From an optimization exercise on the open Yosys and OpenROAD flow, aimed at small area; shortcuts taken in it are not production practice. The RTL was checked by simulation tests, not by an equivalence proof against the original design. Power and IR drop assume default switching activity.

==> 07-27: inputs <==
## todoPID
module todoPID(clk,rst,yactual,referencia,ena2,PWMin);
input clk,rst;
input [8:0]yactual,referencia;
output reg ena2;
output reg [17:0]PWMin;
reg [5:0]  L;
reg [8:0]  H;
reg [17:0] J;       
reg [8:0]  yp;      
wire w = ena2;
wire k8  = ~w & L[3] & ~L[2] & ~L[1] & ~L[0];
wire k12 = ~w & L[3] &  L[2] & ~L[1] & ~L[0];
wire k13 = ~w & L[3] &  L[2] & ~L[1] &  L[0];
wire k16 = ~w & L[4] & ~L[1] & ~L[0];
wire k18 = ~w & L[4] &  L[1];
wire last = w & H[8] & H[7] & H[2] & H[1] & L[5] & L[3] & L[0];  
wire [5:0] Ln;
rca #(6) incl(L, 6'd0, 1'b1, Ln);
wire [8:0] Hn;
rca #(9) inch(H, 9'd0, w & (&L), Hn);
wire [8:0] e;
rca #(9) sub_e(referencia & {9{k8}}, ~yactual & {9{k8}}, k8, e);
wire [11:0] e7;
rca #(12) mul7({e[8],e,3'b0}, ~{{3{e[8]}},e}, 1'b1, e7);
wire [17:0] je;
rca #(18) add_j(J, {{6{e7[11]}},e7}, 1'b0, je);
wire [8:0] nd;
rca #(9) sub_d(~yactual & {9{k12}}, yp, 1'b0, nd);
wire [16:0] Jh = J[17:1];
wire [16:0] pwh;
wire ts1 = Jh[6] ^ H[3];
wire tc2 = Jh[6] & H[3];
wire ts3 = Jh[7] ^ H[4] ^ H[7];
wire tc4 = (Jh[7] & H[4]) | (H[7] & (Jh[7] ^ H[4]));
wire ts5 = Jh[8] ^ H[5] ^ H[8];
wire tc6 = (Jh[8] & H[5]) | (H[8] & (Jh[8] ^ H[5]));
wire ts7 = Jh[3] ^ H[0] ^ H[3];
wire tc8 = (Jh[3] & H[0]) | (H[3] & (Jh[3] ^ H[0]));
wire ts9 = Jh[4] ^ H[1] ^ H[4];
wire tc10 = (Jh[4] & H[1]) | (H[4] & (Jh[4] ^ H[1]));
wire ts11 = yp[1] ^ yp[3];
wire tc12 = yp[1] & yp[3];
wire ts13 = Jh[5] ^ H[2] ^ H[5];
wire tc14 = (Jh[5] & H[2]) | (H[5] & (Jh[5] ^ H[2]));
wire ts15 = yp[2] ^ yp[4] ^ yp[5];
wire tc16 = (yp[2] & yp[4]) | (yp[5] & (yp[2] ^ yp[4]));
wire ts17 = ts1 ^ H[6] ^ yp[0];
  ...
Settings: LEC_CHECK=0, CAP_MARGIN=20, CORE_MARGIN=2, CORE_UTILIZATION=40, GPL_TIMING_DRIVEN=0, SLEW_MARGIN=20; clock period 10.0 ns.
standard.sh (not shown) runs the stock make flow with config.mk's settings and CLKGATE_MAP_FILE= SYNTH_SCRIPT=/design/flow/synth_recipe.tcl, a recipe that flattens the netlist after the stock synthesis.
==> flow/flow/run.sh <==
#!/bin/bash
# Own layout flow: the standard synthesis, then full adders used in the
# polarity that needs fewer inverters (flow/fixpol.py), then the standard
# layout steps with a smaller clock tree and smaller port buffers.
set -euo pipefail
R=orfs/results/$FLOW_PLATFORM/todoPID/base
export CTS_ARGS="-sink_clustering_enable -repair_clock_nets -dont_use_dummy_load -root_buf sky130_fd_sc_hd__clkbuf_8 -buf_list sky130_fd_sc_hd__clkbuf_4"
export BUFFER_PORTS_ARGS="-buffer_cell sky130_fd_sc_hd__buf_1"
bash standard.sh synth > synth.log 2>&1
cp $R/1_2_yosys.v yosys_before_fixpol.v
python3 flow/fixpol.py $R/1_2_yosys.v > fixpol.log 2>&1
rm -f $R/1_synth.odb
bash standard.sh finish > layout.log 2>&1
Other scripts of this flow, unchanged in this note and not shown: flow/flow/fixpol.py
==> 03-21: changes against 07-27 <==
--- a/flow/flow/run.sh
+++ b/flow/flow/run.sh
@@ -6,3 +6,3 @@
 R=orfs/results/$FLOW_PLATFORM/todoPID/base
-export CTS_ARGS="-sink_clustering_enable -repair_clock_nets -dont_use_dummy_load -root_buf sky130_fd_sc_hd__clkbuf_8 -buf_list sky130_fd_sc_hd__clkbuf_4"
+export CTS_ARGS="-sink_clustering_enable -repair_clock_nets -dont_use_dummy_load -buf_list sky130_fd_sc_hd__clkbuf_8"
 export BUFFER_PORTS_ARGS="-buffer_cell sky130_fd_sc_hd__buf_1"
--- a/flow/config.mk
+++ b/flow/config.mk
@@ -10,3 +10,2 @@
 export CORE_UTILIZATION = 40
-export GPL_TIMING_DRIVEN = 0
 export SLEW_MARGIN = 20
==> summary.txt <==
PwrDens=102 nW/um2; Max-slew headroom=60.4%; dpl cell area=4920 um2; Reg clk slew, reported paths=0.08 ns; WHS Endpoint=PWMin[3]; CP peak stage delay=0.58 ns; routed len/inst=15.7 um; Post-Place Cells=584; Vias per Instance=4.99; Nets=588; ClkCell Share=2.44%; Area Overhead vs Synth=10.4%; Worst-Margin Slew=0.595 ns; status=no timing/DRC/antenna violations; combinational share of power=15.9%; hold slack=0.454 ns
The numbers above come from 03-21.

==> summary.txt <==
Worst-Margin Slew=0.831 ns; clk_skew=0.0142 ns; dpl cell area=4910 um2; combinational share of power=16.0%; leak pwr=2.07 nW; WHS Endpoint=PWMin[9]; Worst Path Arrival=9.85 ns; Area Overhead vs Synth=10.6%; postcts setup bufs=1; CP peak stage delay=0.59 ns; Post-Place Cells=590; ClkCell Share=2.44%; PwrDens=102 nW/um2; routed len/inst=15.8 um; Reg clk slew, reported paths=0.06 ns; hold slack=0.455 ns; status=no timing/DRC/antenna violations; Nets=595; PortBufs=38; Vias per Instance=5.00
The numbers above come from 07-27.

==> static timing again, ports no longer ideal <==
In the flow no input, the clock included, has a driving cell. The finished layouts below were timed again as built, in two steps.
Step 1 sets driving cells, clkbuf_16 on the clock port and buf_2 on the other inputs (assumed; they add their load-dependent delay and slew).
Step 2 times the ports against the registers' clock, not the clock port: input delays grow and output delays shrink by t, the midpoint of the rising clock arrivals with the driver on.
Three values: ideal ports, drivers, drivers and shift; two values: the first two.
| run | shift t [ns] | setup slack, ns | clock arrival spread, ns |
|---|---|---|---|
| 07-27 | 0.368 | 0.349 / 0.352 / -0.016 | 0.015 / 0.014 |
| 03-21 | 0.366 | 0.233 / 0.236 / -0.130 | 0.026 / 0.026 |
With both steps, setup timing fails in 07-27 and 03-21, where it was met with ideal ports. The setup slack of 07-27, which loses most, moves by +0.003 ns with the drivers and by -0.365 ns with both steps.
